This design comes from an exercise in tuning for small area and a short achievable clock period on the open sky130 flow, not from production work. RTL that was checked went through simulation tests only; none was proved equivalent to the original. No driver is modelled on the clock port, so clock power and skew are understated where the tree is cut down; a real chip needs a root buffer or a tree. No activity file was given, so power comes from the tool's default toggle rates.

Setup of main:
==> flow/design.v <==
`timescale 1ns / 100ps
`timescale 1ns / 100ps
`timescale 1ns / 100ps
`timescale 1ns / 100ps
`timescale 1ns / 100ps
`timescale 1ns / 100ps
`timescale 1ns / 100ps
`timescale 1ns / 100ps
`timescale 1ns / 100ps
`timescale 1ns / 100ps
`timescale 1ns / 100ps
`timescale 1ns / 100ps
module M216A_TopModule(
    input           clk_i,
    input           rst_i,
    input  [4 : 0]  width_i,
    input  [4 : 0]  height_i,
    output [7 : 0]  index_x_o,
    output [7 : 0]  index_y_o,
    output [3 : 0]  strike_o
);
    reg  [3:0] ph;             
    reg  [1:0] warm;           
    reg        clr;            
    reg        live_q;         
    reg  [9:0] k_q;            
    reg  [3:0] wm1_q;          
    reg  [6:0] a_q, b_q, c_q;
    reg  [6:0] mn_q;
    reg  [6:0] sum_q;          
    reg        we_q;           
    reg        strike_q;
    reg  [3:0] id_q;
    reg  [6:0] x_q;
    reg  [6:0] y_q;
    reg        s_q;
    reg  [3:0] cnt_q;
    wire [6:0] occ [1:13];
    wire nrst   = ~rst_i;
    wire ph0    = ph[0];
    wire live_d = nrst & ph[3] & warm[1];
    wire [3:0] hi = height_i[3:0];
    wire [9:0] k_d;
    assign k_d[0] = (hi == 4'd4);
    assign k_d[1] = (hi == 4'd5);
    assign k_d[2] = (hi == 4'd6);
    assign k_d[3] = (hi == 4'd7);
    assign k_d[4] = (hi == 4'd8);
    assign k_d[5] = (hi == 4'd9);
    assign k_d[6] = (hi == 4'd10);
    assign k_d[7] = (hi == 4'd11);
    assign k_d[8] = (hi == 4'd12);
    assign k_d[9] = ~|k_d[8:0];
    wire k4  = k_q[0];
    wire k5  = k_q[1];
    wire k6  = k_q[2];
    wire k7  = k_q[3];
    wire k8  = k_q[4];
    wire k9  = k_q[5];
    wire k10 = k_q[6];
    wire k11 = k_q[7];
    wire k12 = k_q[8];
    wire k13 = k_q[9];
    wire [12:0] sel0 = {k13, 1'b0, 1'b0, k4, k12, k5, k11, k6, k10, k7, k9, 1'b0, k8};
    wire [12:0] sel1 = {1'b0, k13, 1'b0, 1'b0, k11, k4, k10, k5, k9, k6, 1'b0, k8, k7};
    wire [12:0] sel2 = {1'b0, 1'b0, k13, 1'b0, 1'b0, 1'b0, 1'b0, 1'b0, 1'b0, 1'b0, k8, k7, 1'b0};
    wire has1 = ~k12;
    wire has2 = k7 | k8 | k13;
    wire [3:0] id0 = ({4{k4}}  & 4'd10) | ({4{k5}}  & 4'd8) | ({4{k6}}  & 4'd6) |
                     ({4{k7}}  & 4'd4)  | ({4{k8}}  & 4'd1) | ({4{k9}}  & 4'd3) |
                     ({4{k10}} & 4'd5)  | ({4{k11}} & 4'd7) | ({4{k12}} & 4'd9) |
                     ({4{k13}} & 4'd13);
    wire [3:0] id1 = ({4{k4}}  & 4'd8)  | ({4{k5}}  & 4'd6) | ({4{k6}}  & 4'd4) |
                     ({4{k7}}  & 4'd1)  | ({4{k8}}  & 4'd2) | ({4{k9}}  & 4'd5) |
                     ({4{k10}} & 4'd7)  | ({4{k11}} & 4'd9) | ({4{k13}} & 4'd12);
    wire [3:0] id2 = ({4{k7}}  & 4'd2)  | ({4{k8}}  & 4'd3) | ({4{k13}} & 4'd11);
    function [6:0] ystart;
        input [3:0] id;
        begin
            ystart = ({7{id == 4'd2}}  & 7'd8)  | ({7{id == 4'd3}}  & 7'd16) |
                     ({7{id == 4'd4}}  & 7'd25) | ({7{id == 4'd5}}  & 7'd32) |
                     ({7{id == 4'd6}}  & 7'd42) | ({7{id == 4'd7}}  & 7'd48) |
                     ({7{id == 4'd8}}  & 7'd59) | ({7{id == 4'd9}}  & 7'd64) |
                     ({7{id == 4'd10}} & 7'd76) | ({7{id == 4'd11}} & 7'd80) |
                     ({7{id == 4'd12}} & 7'd96) | ({7{id == 4'd13}} & 7'd112);
        end
    endfunction
    reg  [6:0] rd0, rd1, rd2;
    integer i;
    always @(*) begin
        rd0 = 7'd0;
        rd1 = 7'd0;
        rd2 = 7'd0;
        for (i = 1; i <= 13; i = i + 1) begin
            rd0 = rd0 | (occ[i] & {7{sel0[i-1]}});
            rd1 = rd1 | (occ[i] & {7{sel1[i-1]}});
            rd2 = rd2 | (occ[i] & {7{sel2[i-1]}});
        end
    end
    function lt7;
        input [6:0] a;
        input [6:0] b;
        integer k;
        reg r;
        begin
            r = 1'b0;
            for (k = 0; k < 7; k = k + 1)
                r = (~a[k] & b[k]) | ((~a[k] | b[k]) & r);
            lt7 = r;
        end
    endfunction
    function [8:0] addm1;
        input [6:0] a;
        input [3:0] m;
        reg [6:0] b;
        reg [7:0] c0;              
        reg [7:0] c1;              
        reg t;
        integer i, j, k;
        begin
            b = {3'b000, m};
            c0 = 8'd0;
            c1 = 8'd1;
            for (i = 0; i < 7; i = i + 1) begin
                for (j = 0; j <= i; j = j + 1) begin
                    t = a[j] & b[j];
                    for (k = j + 1; k <= i; k = k + 1)
                        t = t & (a[k] | b[k]);
                    c0[i+1] = c0[i+1] | t;
                end
                t = 1'b1;
                for (k = 0; k <= i; k = k + 1)
                    t = t & (a[k] | b[k]);
                c1[i+1] = c0[i+1] | t;
            end
            addm1 = {c0[7], c1[7], (a ^ c1[6:0]) ^ b};
        end
    endfunction
    wire [8:0] sum = addm1(mn_q, wm1_q);      
    wire b_lt_a = lt7(b_q, a_q);
    wire c_lt_a = lt7(c_q, a_q);
    wire c_lt_b = lt7(c_q, b_q);
    wire pc = has2 & c_lt_a & c_lt_b;
    wire pb = has1 & b_lt_a & ~pc;
    wire strike_d = sum[8];
    wire strike = strike_q;
    wire [6:0] nocc_r = sum_q & {7{~clr}};
    always @(posedge clk_i) begin
        a_q <= rd0;
        b_q <= rd1;
        c_q <= rd2;
        mn_q <= pc ? c_q : pb ? b_q : a_q;
        id_q <= pc ? id2 : pb ? id1 : id0;
        sum_q <= sum[6:0] | {7{sum[7]}};
        strike_q <= strike_d;
        we_q <= live_d & ~strike_d;
        live_q <= live_d;
        ph <= rst_i ? 4'b0001 : {ph[2:0], ph[3]};
        if (rst_i | (ph0 & ~warm[1]))
            warm <= (warm + 2'd1) & {2{nrst}};
        clr <= rst_i | ~warm[1];
    end
    always @(posedge clk_i) begin
        if (rst_i) begin
            k_q <= 10'd0;
            wm1_q <= 4'd0;
        end else if (ph0) begin
            k_q <= k_d;
            wm1_q <= width_i[3:0] - 4'd1;
        end
    end
    always @(posedge clk_i) begin
        if (rst_i) begin
            x_q <= 7'd0;
            y_q <= 7'd0;
            s_q <= 1'b0;
            cnt_q <= 4'd0;
        end else if (live_q) begin
            x_q <= strike ? 7'd0 : mn_q;
            y_q <= strike ? 7'd0 : ystart(id_q);
            s_q <= strike;
            if (strike) cnt_q <= cnt_q + 4'd1;
        end
    end
    genvar g;
    generate
        for (g = 1; g <= 13; g = g + 1) begin : strip
            reg [6:0] v;
            always @(posedge clk_i)
                if (clr | (we_q & (id_q == g)))
                    v <= nocc_r;
            assign occ[g] = v;
        end
    endgenerate
    assign index_x_o = {s_q, x_q};
    assign index_y_o = {s_q, y_q};
    assign strike_o  = cnt_q;
endmodule
export LEC_CHECK = 0
export ABC_AREA = 1
export CAP_MARGIN = 20
export CORE_MARGIN = 2
export CORE_UTILIZATION = 40
export CTS_BUF_LIST = sky130_fd_sc_hd__clkbuf_4 sky130_fd_sc_hd__clkbuf_8
export CTS_CLUSTER_SIZE = 30
export SETUP_SLACK_MARGIN = 1.7
export SLEW_MARGIN = 20
export TNS_END_PERCENT = 0
create_clock -name core_clock -period 3.3 [get_ports {clk_i}]
standard.sh (not shown) runs the stock make flow with config.mk's settings and CLKGATE_MAP_FILE= SYNTH_SCRIPT=/design/flow/synth_recipe.tcl, a recipe that flattens the netlist after the stock synthesis.
==> flow/flow/run.sh <==
#!/bin/bash
# Standard ORFS layout with these changes: sizing may change a cell's footprint,
# the port buffers are buf_2 cells, and the clock tree is the two-level tree
# that flow/cts_tree.tcl builds (see there).
set -euo pipefail
bash standard.sh synth > synth.log 2>&1
bash standard.sh MATCH_CELL_FOOTPRINT=0 \
  "BUFFER_PORTS_ARGS=-buffer_cell sky130_fd_sc_hd__buf_2" \
  "PRE_CTS_TCL=$PWD/flow/cts_tree.tcl" \
  finish > layout.log 2>&1
Other scripts of this flow, unchanged in this note and not shown: flow/flow/cts_tree.tcl
Changes in the feature branch relative to main:
--- a/flow/design.v
+++ b/flow/design.v
@@ -99,14 +99,18 @@
     end
     function lt7;
         input [6:0] a;
         input [6:0] b;
-        integer k;
-        reg r;
+        integer j, k;
+        reg r, t;
         begin
             r = 1'b0;
-            for (k = 0; k < 7; k = k + 1)
-                r = (~a[k] & b[k]) | ((~a[k] | b[k]) & r);
+            for (k = 0; k < 7; k = k + 1) begin
+                t = ~a[k] & b[k];
+                for (j = k + 1; j < 7; j = j + 1)
+                    t = t & (~a[j] | b[j]);
+                r = r | t;
+            end
             lt7 = r;
         end
     endfunction
     function [8:0] addm1;
@@ -155,10 +159,12 @@
         strike_q <= strike_d;
         we_q <= live_d & ~strike_d;
         live_q <= live_d;
         ph <= rst_i ? 4'b0001 : {ph[2:0], ph[3]};
-        if (rst_i | (ph0 & ~warm[1]))
-            warm <= (warm + 2'd1) & {2{nrst}};
+        if (rst_i)
+            warm <= 2'd0;
+        else if (ph0 & ~warm[1])
+            warm <= warm + 2'd1;
         clr <= rst_i | ~warm[1];
     end
     always @(posedge clk_i) begin
         if (rst_i) begin
Notes after the runs:
Cmp the feature branch and main / proportion of power drawn by flip-flops and latches / lower: main. The feature branch vs. main: worst max-slew margin expressed relative to the limit dropped 3.0 points; logic gate share of total power lost 3.4 points. Die span in y of main is on par with the feature branch. In the metrics for the feature branch and main, the one carrying the lower area growth from synthesis to final layout is the feature branch.
Function not checked in the feature branch: the RTL went through the layout flow alone. In every run of this note, the design's own scripts or RTL, not TritonCTS, make the clock network.

* * *

Starts from the design.v that is shown in full above.
export LEC_CHECK = 0
export ABC_AREA = 1
export CAP_MARGIN = 20
export CORE_MARGIN = 2
export CORE_UTILIZATION = 55
export CTS_BUF_LIST = sky130_fd_sc_hd__clkbuf_4 sky130_fd_sc_hd__clkbuf_8
export CTS_CLUSTER_SIZE = 30
export SETUP_SLACK_MARGIN = 1.7
export SLEW_MARGIN = 20
export TNS_END_PERCENT = 0
create_clock -name core_clock -period 3.3 [get_ports {clk_i}]
Scripts as last shown in full above: flow/flow/run.sh
Other scripts of this flow, unchanged in this note and not shown: flow/flow/cts_tree.tcl
Rerun with:
--- a/flow/design.v
+++ b/flow/design.v
@@ -29,9 +29,9 @@
     reg  [6:0] mn_q;
     reg  [6:0] sum_q;          
     reg        we_q;           
     reg        strike_q;
-    reg  [3:0] id_q;
+    reg  [7:0] id_q;           
     reg  [6:0] x_q;
     reg  [6:0] y_q;
     reg        s_q;
     reg  [3:0] cnt_q;
@@ -73,19 +73,29 @@
     wire [3:0] id1 = ({4{k4}}  & 4'd8)  | ({4{k5}}  & 4'd6) | ({4{k6}}  & 4'd4) |
                      ({4{k7}}  & 4'd1)  | ({4{k8}}  & 4'd2) | ({4{k9}}  & 4'd5) |
                      ({4{k10}} & 4'd7)  | ({4{k11}} & 4'd9) | ({4{k13}} & 4'd12);
     wire [3:0] id2 = ({4{k7}}  & 4'd2)  | ({4{k8}}  & 4'd3) | ({4{k13}} & 4'd11);
-    function [6:0] ystart;
+    function [7:0] rowcol;
         input [3:0] id;
+        reg [3:0] n;
         begin
-            ystart = ({7{id == 4'd2}}  & 7'd8)  | ({7{id == 4'd3}}  & 7'd16) |
-                     ({7{id == 4'd4}}  & 7'd25) | ({7{id == 4'd5}}  & 7'd32) |
-                     ({7{id == 4'd6}}  & 7'd42) | ({7{id == 4'd7}}  & 7'd48) |
-                     ({7{id == 4'd8}}  & 7'd59) | ({7{id == 4'd9}}  & 7'd64) |
-                     ({7{id == 4'd10}} & 7'd76) | ({7{id == 4'd11}} & 7'd80) |
-                     ({7{id == 4'd12}} & 7'd96) | ({7{id == 4'd13}} & 7'd112);
+            n = id - 4'd1;
+            rowcol = {4'b0001 << n[3:2], 4'b0001 << n[1:0]};
         end
     endfunction
+    wire [12:0] won;
+    genvar g;
+    generate
+        for (g = 1; g <= 13; g = g + 1) begin : dec
+            assign won[g-1] = id_q[4 + (g-1)/4] & id_q[(g-1)%4];
+        end
+    endgenerate
+    wire [6:0] ywin = ({7{won[1]}}  & 7'd8)  | ({7{won[2]}}  & 7'd16) |
+                      ({7{won[3]}}  & 7'd25) | ({7{won[4]}}  & 7'd32) |
+                      ({7{won[5]}}  & 7'd42) | ({7{won[6]}}  & 7'd48) |
+                      ({7{won[7]}}  & 7'd59) | ({7{won[8]}}  & 7'd64) |
+                      ({7{won[9]}}  & 7'd76) | ({7{won[10]}} & 7'd80) |
+                      ({7{won[11]}} & 7'd96) | ({7{won[12]}} & 7'd112);
     reg  [6:0] rd0, rd1, rd2;
     integer i;
     always @(*) begin
         rd0 = 7'd0;
@@ -99,14 +109,18 @@
     end
     function lt7;
         input [6:0] a;
         input [6:0] b;
-        integer k;
-        reg r;
+        integer j, k;
+        reg r, t;
         begin
             r = 1'b0;
-            for (k = 0; k < 7; k = k + 1)
-                r = (~a[k] & b[k]) | ((~a[k] | b[k]) & r);
+            for (k = 0; k < 7; k = k + 1) begin
+                t = ~a[k] & b[k];
+                for (j = k + 1; j < 7; j = j + 1)
+                    t = t & (~a[j] | b[j]);
+                r = r | t;
+            end
             lt7 = r;
         end
     endfunction
     function [8:0] addm1;
@@ -149,16 +163,18 @@
         a_q <= rd0;
         b_q <= rd1;
         c_q <= rd2;
         mn_q <= pc ? c_q : pb ? b_q : a_q;
-        id_q <= pc ? id2 : pb ? id1 : id0;
+        id_q <= rowcol(pc ? id2 : pb ? id1 : id0);
         sum_q <= sum[6:0] | {7{sum[7]}};
         strike_q <= strike_d;
         we_q <= live_d & ~strike_d;
         live_q <= live_d;
         ph <= rst_i ? 4'b0001 : {ph[2:0], ph[3]};
-        if (rst_i | (ph0 & ~warm[1]))
-            warm <= (warm + 2'd1) & {2{nrst}};
+        if (rst_i)
+            warm <= 2'd0;
+        else if (ph0 & ~warm[1])
+            warm <= warm + 2'd1;
         clr <= rst_i | ~warm[1];
     end
     always @(posedge clk_i) begin
         if (rst_i) begin
@@ -176,19 +192,18 @@
             s_q <= 1'b0;
             cnt_q <= 4'd0;
         end else if (live_q) begin
             x_q <= strike ? 7'd0 : mn_q;
-            y_q <= strike ? 7'd0 : ystart(id_q);
+            y_q <= strike ? 7'd0 : ywin;
             s_q <= strike;
             if (strike) cnt_q <= cnt_q + 4'd1;
         end
     end
-    genvar g;
     generate
         for (g = 1; g <= 13; g = g + 1) begin : strip
             reg [6:0] v;
             always @(posedge clk_i)
-                if (clr | (we_q & (id_q == g)))
+                if (clr | (we_q & won[g-1]))
                     v <= nocc_r;
             assign occ[g] = v;
         end
     endgenerate
After rerunning: First-iteration DRC count is higher by about a fifth. Worst setup slack gets worse by 300 ps. Flip-flop and latch count is higher by 4. Maximum frequency is lower by about a fifth. Routed wire length is higher by a few percent. Clock skew barely changes. Final area is higher by a few percent. Die area is higher slightly. Combinational power is lower by a little under a tenth. Worst hold slack gets worse by 16 ps.
The RTL of the second run of this note was laid out without a check of its function. No run of this note takes its clock network from TritonCTS; it comes from the design's own scripts or RTL.

afterwards: timing with drivers on the ports:
How much do the figures lean on ideal ports? The routed layouts below were timed once more, with nothing changed but the port constraints. Step 1: set_driving_cell puts a clkbuf_16 on clk_i and a buf_2 on each other input, an assumption about the parent block. Step 2 times the ports against the registers' clock, not the clock port: input delays grow and output delays shrink by t, the midpoint of the rising clock arrivals with the driver on. Three values: no drivers, after step 1, after step 2; two values: the first two.
run	t, ns	setup slack, ns	worst setup path at the end	worst slew at a driven data input, ns	pins driven straight from the clock port
main	0.369	1.668 / 1.668 / 1.480	input to register	0.03	2
the feature branch	0.362	1.658 / 1.658 / 1.420	input to register	0.03	2
the first run of note 2	0.362	1.714 / 1.714 / 1.425	input to register	0.03	2
the second run of note 2	0.363	1.415 / 1.415 / 1.415	register to register	0.03	2
After both steps setup and hold are still met in every run listed. For the first run of note 2, which loses most, drivers alone change the setup slack by 0.000 ns; drivers and shift together by -0.289 ns.
